Source: an optimization exercise on an open RTL-to-GDS flow (aim: small area and few clock cycles). Production flows keep margins and buffers that such runs may drop. At most, simulation tests tie the RTL to the original design; equivalence was not proved. The RTL of runs 1 and 2 was laid out without a check of its function.

## flow/design.v (module list and top-level ports; edited modules follow where they fit)
// module rv32_mul33: 1208 lines
// module gazmusino_top: 192 lines
module gazmusino_top
(
    input  logic        clk,
    input  logic        resetn,
    output logic [31:0] imem_addr,
    output logic        imem_req,
    input  logic [31:0] imem_rdata,
    output logic [31:0] dmem_addr,
    output logic [31:0] dmem_wdata,
    output logic [3:0]  dmem_op,
    input  logic        dmem_ready,
    input  logic [31:0] dmem_rdata
);
  // ...
==> flow/run.sh <==
#!/bin/bash
# synth_recipe.tcl (not shown) runs the flow's synth.tcl, then flattens the netlist and writes it again
# the make line also repeats each setting of config.mk as NAME=value (left out here)
make -C /OpenROAD-flow-scripts/flow DESIGN_CONFIG=/design/flow/config.mk WORK_HOME=/design/flow/orfs CLKGATE_MAP_FILE= SYNTH_SCRIPT=/design/flow/synth_recipe.tcl finish
==> flow/config.mk <==
export PLATFORM = sky130hd
export DESIGN_NAME = gazmusino_top
export DESIGN_NICKNAME = gazmusino_top
export VERILOG_FILES = /design/flow/design.v
export SDC_FILE = /design/flow/constraint.sdc
export NUM_CORES = 4
export LEC_CHECK = 0
export CAP_MARGIN = 10
export CORE_MARGIN = 2
export CORE_UTILIZATION = 55
export GPL_TIMING_DRIVEN = 0
export PLACE_DENSITY = 0.7
export SLEW_MARGIN = 10
==> flow/constraint.sdc <==
create_clock -name core_clock -period 18.0 [get_ports {clk}]
set_input_delay 3.6000 -clock core_clock [delete_from_list [all_inputs] [get_ports {clk}]]
set_output_delay 3.6000 -clock core_clock [all_outputs]
set_load 0.01 [all_outputs]
==> flow_metrics.env, run 1 <==
export IMPL_outcome="stopped before the end"
export IMPL_stop_stage="5_1_grt"
export IMPL_error="[ERROR GRT-0116] Global routing finished with congestion. Check the congestion regions in the DRC Viewer."
export IMPL_ys_seq_area_share_pct=36.1
export IMPL_numCtsBuffers=112
export IMPL_yosys_warnings=2
export IMPL_synthTopCellsByCount="edfxtp_1 (1024), clkbuf_1 (733), a21oi_1 (581)"
export IMPL_placed_cell_area_um2=96700
export IMPL_grt_max_degree=35
export IMPL_synth_main_ff_cell="edfxtp_1"
export IMPL_start_util_pct=55.6
export IMPL_synth_fp_nets=10200
export IMPL_grt_pass1_vias=107000
export IMPL_yosysTopAreaCellShare_pct=34.4
export IMPL_use_met3_pct=73.2
export IMPL_cts_root_buf="clkbuf_16"
export IMPL_yosys_mux_area_fraction_pct=3.05
export IMPL_grtUsageMet2_pct=91.9
export IMPL_synth_simple_gate_area_share_pct=14.2
export IMPL_syn_avg_cell_area_um2=9.33
export IMPL_synth_xor_area_share_pct=4.94
export IMPL_cts_buffer_depth=3
export IMPL_synthAdderAreaFrac_pct=10.1
export IMPL_netlist_area_um2=89400
export IMPL_num_rows=147
export IMPL_io_buffers=162
export IMPL_grt_usage_pct=81.4
export IMPL_hpwl_um=458000
export IMPL_synth_area_leaders="edfxtp_1 (34%), fa_1 (6.0%), ha_1 (4.1%)"
export IMPL_post_synth_top_count_cell="edfxtp_1"
export IMPL_pre_cts_ws_ns=-4.78
export IMPL_ctsHtreeMaxLevel=3
export IMPL_dieWidth_um=407
export IMPL_ioPinCount=168
export IMPL_cts_hold_fix_buffers=0
export IMPL_grt_use_met1_pct=81.5
export IMPL_ys_types=108
export IMPL_async_reset_ff_share_pct=0
export IMPL_overflow=37
==> inputs of run 2 (changes only) <==
--- a/flow/config.mk
+++ b/flow/config.mk
@@ -8,6 +8,8 @@
 export CAP_MARGIN = 10
 export CORE_MARGIN = 2
 export CORE_UTILIZATION = 55
+export CTS_BUF_LIST = sky130_fd_sc_hd__clkbuf_8
+export CTS_CLUSTER_SIZE = 24
 export GPL_TIMING_DRIVEN = 0
 export PLACE_DENSITY = 0.7
 export SLEW_MARGIN = 10
==> run 2 against run 1 <==
  * Area after synthesis stayed put
  * Synthesized cell count stayed put
  * The flow again stops in 5_1_grt
==> flow_metrics.env, run 2 <==
export IMPL_numCtsBuffers=178
export IMPL_ctsHtreeMaxLevel=4
export IMPL_ys_seq_area_share_pct=36.1
export IMPL_grt_pass1_wl_um=940000
export IMPL_cts_buffer_depth=3
export IMPL_hpwl_um=458000
export IMPL_grt_pass1_vias=107000
export IMPL_cts_sinks=1099
export IMPL_ys_types=108
export IMPL_synth_area_leaders="edfxtp_1 (34%), fa_1 (6.0%), ha_1 (4.1%)"
export IMPL_ioPinCount=168
export IMPL_netlist_area_um2=89400
export IMPL_synthCells=9584
export IMPL_synth_fp_nets=10200
export IMPL_grt_usage_pct=81.2
export IMPL_dp_cells=12000
export IMPL_post_synth_top_count_cell="edfxtp_1"
export IMPL_start_util_pct=55.6
export IMPL_io_buffers=162
export IMPL_overflow=42
export IMPL_grt_max_degree=35
export IMPL_dieHeight_um=407
export IMPL_cts_root_buf="clkbuf_8"
export IMPL_place_congestion=1.29
export IMPL_async_reset_ff_share_pct=0
export IMPL_outcome="stopped before the end"
export IMPL_yosys_warnings=2
export IMPL_dieWidth_um=407
export IMPL_yosysTopAreaCell="edfxtp_1"
export IMPL_yosysTopAreaCellShare_pct=34.4
export IMPL_ys_ff_latch=1099
export IMPL_stop_stage="5_1_grt"
export IMPL_synth_edf_count=1024
export IMPL_error="[ERROR GRT-0116] Global routing finished with congestion. Check the congestion regions in the DRC Viewer."
export IMPL_synthTopCellsByCount="edfxtp_1 (1024), clkbuf_1 (733), a21oi_1 (581)"
export IMPL_syn_avg_cell_area_um2=9.33
export IMPL_synth_main_ff_cell="edfxtp_1"
export IMPL_num_rows=147
-- run 2: routing by layer --
metal  global-route usage [%]  overflow
met4                     79.1        16
met3                     72.4         2
met1                     81.4         1
met5                     49.9         0
met2                     91.6        23
-- run 2: kinds of logic after synthesis --
group | Yosys count | share of synthesized area (%)
AOI/OAI and AO/OA | 3260 | 25.6
and+or+nand+nor | 2502 | 14.2
buffers and inverters | 1393 | 6.03
DFF | 1099 | 36.1
adders and majority gates | 560 | 10.1
xor gates and xnor gates | 504 | 4.94
muxes | 266 | 3.05
-- run 2: how the worst min path moves through the flow --
| stage | to | cells past startpoint | from |
|---|---|---|---|
| 3_5_place_dp | pc_q[6] | 2 | pc_q[6] |
| 2_1_floorplan | pc_q[19] | 2 | pc_q[19] |
| 4_1_cts | pc_q[6] | 2 | pc_q[6] |
| 3_3_place_gp | pc_q[6] | 2 | pc_q[6] |
-- run 2: what timing repair did --
| action | in CTS |
|---|---|
| hold buffers | 0 |
| pin swaps | 11 |
| resized for setup | 441 |
| setup buffers | 26 |
| setup endpoints to repair | 77 |
-- run 2: metrics by stage --
step | cell area [um^2] | utilization (%) | worst slack (ns)
detailed placement | 96700 | 60.1 | -4.78
CTS | 101000 | 63.0 | 0.0186
floorplan | 89400 | - | 2.97
global placement | 93700 | 58.2 | -5.84
==> module gazmusino_top, before the edit <==
module gazmusino_top
(
    input  logic        clk,
    input  logic        resetn,
    output logic [31:0] imem_addr,
    output logic        imem_req,
    input  logic [31:0] imem_rdata,
    output logic [31:0] dmem_addr,
    output logic [31:0] dmem_wdata,
    output logic [3:0]  dmem_op,
    input  logic        dmem_ready,
    input  logic [31:0] dmem_rdata
);
logic [31:0] pc_q;       
logic        fx_q;       
logic        w_en;       
logic [4:0]  w_rd;
logic        w_ld;       
logic [2:0]  w_f3;       
logic [31:0] w_res;      
logic [31:0] mscratch;
logic [31:0] rf [1:31];
logic [31:0] ins;
assign ins = imem_rdata;
logic [2:0] f3;
logic [4:0] rd, ra, rb;
assign f3 = ins[14:12];
assign rd = ins[11:7];
assign ra = ins[19:15];
assign rb = fx_q ? ins[31:27] : ins[24:20];
logic op_lui, op_auipc, op_jal, op_jalr, op_br, op_ld, op_st, op_imm, op_reg, op_sys, op_fx;
assign op_lui   = ins[6:0] == 7'b0110111;
assign op_auipc = ins[6:0] == 7'b0010111;
assign op_jal   = ins[6:0] == 7'b1101111;
assign op_jalr  = ins[6:0] == 7'b1100111;
assign op_br    = ins[6:0] == 7'b1100011;
assign op_ld    = ins[6:0] == 7'b0000011;
assign op_st    = ins[6:0] == 7'b0100011;
assign op_imm   = ins[6:0] == 7'b0010011;
assign op_reg   = ins[6:0] == 7'b0110011;
assign op_sys   = ins[6:0] == 7'b1110011;
assign op_fx    = ins[6:0] == 7'b0001011;
logic is_mul, is_alu;
assign is_mul = op_reg && ins[31:25] == 7'b0000001;
assign is_alu = op_imm || (op_reg && !is_mul);
logic [31:0] imm_i, imm_s, imm_b, imm_u, imm_j;
assign imm_i = {{21{ins[31]}}, ins[30:20]};
assign imm_s = {{21{ins[31]}}, ins[30:25], ins[11:7]};
assign imm_b = {{20{ins[31]}}, ins[7], ins[30:25], ins[11:8], 1'b0};
assign imm_u = {ins[31:12], 12'b0};
assign imm_j = {{12{ins[31]}}, ins[19:12], ins[20], ins[30:21], 1'b0};
logic [31:0] ld_val, w_val;
always_comb begin
    logic [15:0] h;
    logic [7:0]  b;
    h = w_res[1] ? dmem_rdata[31:16] : dmem_rdata[15:0];
    b = w_res[0] ? h[15:8] : h[7:0];
    if (w_f3[1])      ld_val = dmem_rdata;
    else if (w_f3[0]) ld_val = {{16{h[15] & !w_f3[2]}}, h};
    else              ld_val = {{24{b[7] & !w_f3[2]}}, b};
end
assign w_val = w_ld ? ld_val : w_res;
always_ff @(posedge clk) begin
    for (int i = 1; i < 32; i++)
        if (w_en && w_rd == 5'(i)) rf[i] <= w_val;
end
logic [31:0] rfa, rfb, a, b;
always_comb begin
    rfa = '0;
    rfb = '0;
    for (int i = 1; i < 32; i++) begin
        rfa = rfa | (rf[i] & {32{ra == 5'(i)}});
        rfb = rfb | (rf[i] & {32{rb == 5'(i)}});
    end
    a = (w_en && w_rd == ra) ? w_val : rfa;
    b = (w_en && w_rd == rb) ? w_val : rfb;
end
logic        sub;
logic [31:0] opb, sum, x;
logic        cout, lt, ltu, eq;
assign sub = op_br || ((op_reg || op_imm) && f3[2:1] == 2'b01) ||
             (op_reg && f3 == 3'b000 && ins[30]);
assign opb = (op_reg || op_br || fx_q) ? b : (op_st ? imm_s : imm_i);
logic [31:0] sh_out, add_a;
assign add_a = fx_q ? sh_out : a;
logic        add_lsb;
assign {cout, sum, add_lsb} = {1'b0, add_a, 1'b1} + {1'b0, opb ^ {32{sub}}, sub};
assign x   = a ^ opb;
assign eq  = x == 32'b0;
assign ltu = !cout;
assign lt  = (a[31] ^ opb[31]) ? a[31] : sum[31];
logic [31:0] sh_in, sh_rev, sh_r;
logic [4:0]  sh_amt;
logic        sh_left, sh_arith;
assign sh_in    = fx_q ? w_res : a;
assign sh_amt   = fx_q ? {ins[26:25], ins[14:12]} : opb[4:0];
assign sh_left  = !fx_q && f3 == 3'b001;
assign sh_arith = fx_q || ins[30];
always_comb begin
    for (int i = 0; i < 32; i++) sh_rev[i] = sh_left ? sh_in[31 - i] : sh_in[i];
    sh_r = 32'($signed({sh_arith & sh_rev[31] & !sh_left, sh_rev}) >>> sh_amt);
    for (int i = 0; i < 32; i++) sh_out[i] = sh_left ? sh_r[31 - i] : sh_r[i];
end
logic [31:0] alu;
always_comb begin
    case (f3)
        3'b000: alu = sum;
        3'b001: alu = sh_out;
        3'b010: alu = {31'b0, lt};
        3'b011: alu = {31'b0, ltu};
        3'b100: alu = x;
        3'b101: alu = sh_out;
        3'b110: alu = a | opb;
        default: alu = a & opb;
    endcase
end
logic        sa, sb;
logic [63:0] prod;
assign sa = !(f3[1] && f3[0]);      
assign sb = f3 == 3'b001;           
rv32_mul33 mul (.a(a), .b(b), .sa(sa), .sb(sb), .p(prod));
logic        csr_hit;
logic [31:0] csr_rd, csr_opnd, csr_new;
assign csr_hit  = ins[31:20] == 12'h340;
assign csr_rd   = csr_hit ? mscratch : 32'b0;
assign csr_opnd = f3[2] ? {27'b0, ins[19:15]} : a;
always_comb begin
    case (f3[1:0])
        2'b01:   csr_new = csr_opnd;
        2'b10:   csr_new = csr_rd | csr_opnd;
        2'b11:   csr_new = csr_rd & ~csr_opnd;
        default: csr_new = csr_rd;
    endcase
end
always_ff @(posedge clk) begin
    if (op_sys && csr_hit) mscratch <= csr_new;
end
logic [31:0] pc4, pc_sum, npc;
logic        br_cond, taken;
assign pc4    = pc_q + 32'd4;
assign pc_sum = pc_q + (op_jal ? imm_j : (op_br ? imm_b : imm_u));
always_comb begin
    case (f3)
        3'b000: br_cond = eq;
        3'b001: br_cond = !eq;
        3'b100: br_cond = lt;
        3'b101: br_cond = !lt;
        3'b110: br_cond = ltu;
        3'b111: br_cond = !ltu;
        default: br_cond = 1'b0;
    endcase
end
assign taken = op_jal || op_jalr || (op_br && br_cond);
assign npc   = taken ? (op_jalr ? sum : pc_sum) : pc4;
logic mem, stall;
assign mem   = op_ld || op_st;
assign stall = (mem && !dmem_ready) || (op_fx && !fx_q);
assign imem_req  = !resetn || !stall;
assign imem_addr = resetn ? npc : 32'b0;
assign dmem_addr  = sum;
assign dmem_wdata = b;
assign dmem_op    = op_ld ? {1'b0, f3} : (op_st ? {1'b1, f3} : 4'hF);
logic [31:0] res;
logic        wr;
always_comb begin
    if (op_lui)                     res = imm_u;
    else if (op_auipc)              res = pc_sum;
    else if (op_jal || op_jalr)     res = pc4;
    else if (op_sys)                res = csr_rd;
    else if (op_fx)                 res = fx_q ? sum : prod[31:0];
    else if (is_mul)                res = (f3 == 3'b000) ? prod[31:0] : prod[63:32];
    else if (is_alu)                res = alu;
    else                            res = sum;
end
assign wr = op_lui || op_auipc || op_jal || op_jalr || op_sys || op_fx ||
            op_reg || op_imm || op_ld;
always_ff @(posedge clk) begin
    if (!resetn) begin
        pc_q <= 32'b0;
        fx_q <= 1'b0;
        w_en <= 1'b0;
    end else begin
        if (!stall) pc_q <= npc;
        fx_q <= op_fx && !fx_q;
        w_en <= !stall && wr && rd != 5'b0;
    end
    w_rd  <= rd;
    w_ld  <= op_ld;
    w_f3  <= f3;
    w_res <= res;
end
endmodule
==> inputs of run 3 (changes only) <==
--- a/flow/design.v
+++ b/flow/design.v
@@ -1289,15 +1289,15 @@
 assign sub = op_br || ((op_reg || op_imm) && f3[2:1] == 2'b01) ||
              (op_reg && f3 == 3'b000 && ins[30]);
 assign opb = (op_reg || op_br || fx_q) ? b : (op_st ? imm_s : imm_i);
-logic [31:0] sh_out, add_a;
-assign add_a = fx_q ? sh_out : a;
+logic [31:0] add_a;
+assign add_a = fx_q ? sh_r : a;
 logic        add_lsb;
 assign {cout, sum, add_lsb} = {1'b0, add_a, 1'b1} + {1'b0, opb ^ {32{sub}}, sub};
 assign x   = a ^ opb;
 assign eq  = x == 32'b0;
 assign ltu = !cout;
 assign lt  = (a[31] ^ opb[31]) ? a[31] : sum[31];
-logic [31:0] sh_in, sh_rev, sh_r;
+logic [31:0] sh_in, sh_rev, sh_r, sh_lout;
 logic [4:0]  sh_amt;
 logic        sh_left, sh_arith;
 assign sh_in    = fx_q ? w_res : a;
@@ -1307,17 +1307,17 @@
 always_comb begin
     for (int i = 0; i < 32; i++) sh_rev[i] = sh_left ? sh_in[31 - i] : sh_in[i];
     sh_r = 32'($signed({sh_arith & sh_rev[31] & !sh_left, sh_rev}) >>> sh_amt);
-    for (int i = 0; i < 32; i++) sh_out[i] = sh_left ? sh_r[31 - i] : sh_r[i];
+    for (int i = 0; i < 32; i++) sh_lout[i] = sh_r[31 - i];
 end
 logic [31:0] alu;
 always_comb begin
     case (f3)
         3'b000: alu = sum;
-        3'b001: alu = sh_out;
+        3'b001: alu = sh_lout;
         3'b010: alu = {31'b0, lt};
         3'b011: alu = {31'b0, ltu};
         3'b100: alu = x;
-        3'b101: alu = sh_out;
+        3'b101: alu = sh_r;
         3'b110: alu = a | opb;
         default: alu = a & opb;
     endcase
==> flow/config.mk (replaced) <==
export PLATFORM = sky130hd
export DESIGN_NAME = gazmusino_top
export DESIGN_NICKNAME = gazmusino_top
export VERILOG_FILES = /design/flow/design.v
export SDC_FILE = /design/flow/constraint.sdc
export NUM_CORES = 4
export LEC_CHECK = 0
export CAP_MARGIN = 20
export CELL_PAD_IN_SITES_DETAIL_PLACEMENT = 1
export CORE_MARGIN = 2
export CORE_UTILIZATION = 40
export PLACE_DENSITY = 0.5
export SLEW_MARGIN = 20
==> run 3 against run 2 <==
  * The run now finishes clean
  * Synthesized cell count down 5.5%
  * Area after synthesis down 2.8%
==> flow_metrics.env, run 3 <==
export IMPL_placed_cell_area_um2=95000
export IMPL_hold_viol=0
export IMPL_fin_worst_skew_ns=0.0672
export IMPL_drt_total_wl_um=574000
export IMPL_detail_route_wl_per_cell_um=47.1
export IMPL_synth_main_ff_cell="edfxtp_1"
export IMPL_required_ns=14.40
export IMPL_critPathBufInv=5
export IMPL_first_pass_iters=10
export IMPL_cp_end_kind="output port"
export IMPL_reg2reg_depth=50
export IMPL_cp_slowest_cell="clkdlybuf4s50_1"
export IMPL_slew_headroom_pct=13.8
export IMPL_design_area_um2=99800
export IMPL_holdCritStartpoint="pc_q[7]"
export IMPL_grt_pass1_wl_um=769000
export IMPL_ioPinCount=168
export IMPL_synth_fp_nets=9684
export IMPL_vias=92900
export IMPL_min_path_type="reg -> reg"
export IMPL_drv_cap=0
export IMPL_post_synth_top_count_cell="edfxtp_1"
export IMPL_clk_latency_ns=0.85
export IMPL_num_rows=171
export IMPL_instances_no_fill=12200
export IMPL_synthTopCellsByCount="edfxtp_1 (1024), clkbuf_1 (668), nand2_1 (559)"
export IMPL_coreArea_um2=217000
export IMPL_wl_met3_um=74000
export IMPL_antenna_left=0
export IMPL_path_common_cell="mux2i_1"
export IMPL_syn_avg_cell_area_um2=9.59
export IMPL_drv_slew=0
export IMPL_drt_iter0_drc=16500
export IMPL_timing_final_crit_share_pct=98.3
export IMPL_hold_slack_ns=0.528
export IMPL_hpwl_um=398000
export IMPL_yosysTopAreaCellShare_pct=35.4
export IMPL_cts_clk_slew_worst_paths_ns=0.06
export IMPL_r2r_start="w_ld"
export IMPL_cts_sinks=1099
export IMPL_crit_path_start_kind="primary input"
export IMPL_via_per_inst=7.61
export IMPL_area_growth_pct=14.8
export IMPL_ys_ff_latch=1099
export IMPL_netlist_area_um2=86900
export IMPL_tightest_slew_ns=1.28
export IMPL_synth_edf_count=1024
export IMPL_dieArea_um2=221000
export IMPL_grt_pass1_vias=90300
export IMPL_cts_tree="built"
export IMPL_grt_usage_pct=50.0
export IMPL_place_congestion=1.08
export IMPL_slowest_delay_ns=0.61
export IMPL_overflow=0
export IMPL_ys_seq_area_share_pct=37.1
export IMPL_cts_buffer_depth=3
export IMPL_numCtsBuffers=131
export IMPL_synthCells=9057
export IMPL_antenna_found_initial=46
export IMPL_top_layer="met5"
export IMPL_r2r_end="w_res[30]"
export IMPL_holdPathStages=2
export IMPL_critPathKind="in -> out"
export IMPL_mostFrequentLayoutCells="edfxtp_1 (1024), buf_4 (633), nand2_1 (556)"
export IMPL_arrival_ns=14.09
export IMPL_largest_reg_flops=992
export IMPL_cts_hold_fix_buffers=0
export IMPL_nets=9833
export IMPL_layout_drive_gt1_share_pct=12.8
export IMPL_setup_viol=0
export IMPL_dieWidth_um=470
export IMPL_route_detailed_drc=0
export IMPL_hold_path_endpoint="pc_q[7]"
export IMPL_async_reset_ff_share_pct=0
export IMPL_outcome="complete, no violations"
export IMPL_largest_register="rf"
export IMPL_yosys_warnings=2
export IMPL_r2r_slack_ns=3.32
export IMPL_dieHeight_um=470
export IMPL_cts_root_buf="clkbuf_16"
export IMPL_ctsHtreeMaxLevel=4
export IMPL_min_period_ns=17.69
export IMPL_ys_types=115
export IMPL_max_freq_mhz=56.5
export IMPL_synth_area_leaders="edfxtp_1 (35%), fa_1 (6.2%), xnor2_1 (4.5%)"
export IMPL_grt_max_degree=80
export IMPL_tns_ns=0
export IMPL_critPathTopFamily="compound AO/OA/AOI/OAI gates"
export IMPL_final_common_cell="edfxtp_1"
export IMPL_yosysTopAreaCell="edfxtp_1"
export IMPL_cp_max_fo=39
export IMPL_start_util_pct=40.1
export IMPL_dp_cells=11900
export IMPL_wl_met1_um=197000
export IMPL_io_buffers=167
export IMPL_route_met2_wl_um=240000
## run 3: cell types whose count changed after synthesis, moves of 32 or more
cell | before | now
o22ai_1 | 217 | 281
a2111oi_0 | 100 | 68
a22oi_1 | 438 | 385
a221oi_1 | 216 | 311
clkbuf_1 | 733 | 668
mux2i_1 | 223 | 167
a222oi_1 | 182 | 140
xor2_1 | 174 | 118
and3_1 | 371 | 321
a21oi_1 | 581 | 421
nor3_1 | 138 | 106
xnor2_1 | 330 | 444
o21ai_0 | 566 | 423
## run 3: how the worst max path moves through the flow
stage | from | endpoint | slack (ns) | cells past startpoint
final | imem_rdata[15] | imem_addr[31] | 0.31 | 37
after global routing | imem_rdata[17] | w_res[30] | -0.01 | 51
after CTS | imem_rdata[27] | imem_addr[20] | 0.06 | 41
after detailed placement | imem_rdata[17] | w_res[26] | -0.72 | 52
after global placement | imem_rdata[17] | w_res[30] | -0.75 | 51
after floorplan | imem_rdata[18] | w_res[30] | 2.52 | 54
## run 3: repair_timing
action                                  CTS  global route
setup buffers                             0            13
endpoints found under the setup margin   31            56
pin swaps                                 0             5
gates resized for setup                   8            41
cloned                                    0             2
## run 3: final cells by class
class / count / area (um^2)
Inverter: 490 / 1840
Multi-Input combinational cell: 6658 / 50900
Clock buffer: 158 / 3380
Clock inverter: 80 / 875
Fill cell: 24000 / 117000
Antenna cell: 36 / 90.1
Tap cell: 2854 / 3570
Sequential cell: 1099 / 32300
Timing Repair Buffer: 826 / 6890
## run 3: logic make-up after synthesis
family	share of synthesized area (%)
compound gates	24.9
xor+xnor	5.69
flops	37.1
buf+inv	5.82
fa+ha+maj	10.4
mux	2.47
simple gates	13.6
## run 3: routing by layer
layer  track usage, %  vias to the layer above
li1                 -                    35300
met5                0                        -
met3             16.4                     2789
met2             72.9                     8340
met4             44.5                       26
met1             58.7                    46500
## run 3: through the flow
stage	util, %	setup WS, ns
floorplan	-	2.52
global placement	43.9	-0.749
detailed placement	43.9	-0.724
CTS	45.9	0.0643
global route	46.0	-0.0105
finish	46.1	0.307
## run 3: worst reg2reg max path, delay by kind of cell, from the launching register on
| kind | cells | cell delay [ns] |
|---|---|---|
| compound gates | 30 | 7.24 |
| xor+xnor | 1 | 0.28 |
| fa+ha+maj | 7 | 3.14 |
| buf+inv | 5 | 1.52 |
| flops | 1 | 0.32 |
| simple gates | 7 | 2.10 |
Testbench counts of run 3, summed over its fixed seeds: cycles 45,376.

static timing again, ports no longer ideal:
The results above use ideal ports. As a check the final layout listed here was re-extracted and re-timed, cells and wires unchanged. Step 1 sets driving cells, clkbuf_16 on the clock port and buf_2 on the other inputs (assumed; they add their load-dependent delay and slew). Step 2 times the ports against the registers' clock, not the clock port: input delays grow and output delays shrink by t, the midpoint of the rising clock arrivals with the driver on. a / b / c = ideal ports / drivers / drivers and shift; a / b = the first two.
run: run 3
t, ns: 0.917
slack for setup (ns): 0.307 / 0.283 / -0.365
hold WS [ns]: 0.528 / 0.528 / 0.528
With both steps, setup timing fails in run 3, where it was met with ideal ports. For run 3, drivers alone change the setup slack by -0.024 ns; drivers and shift together by -0.672 ns.
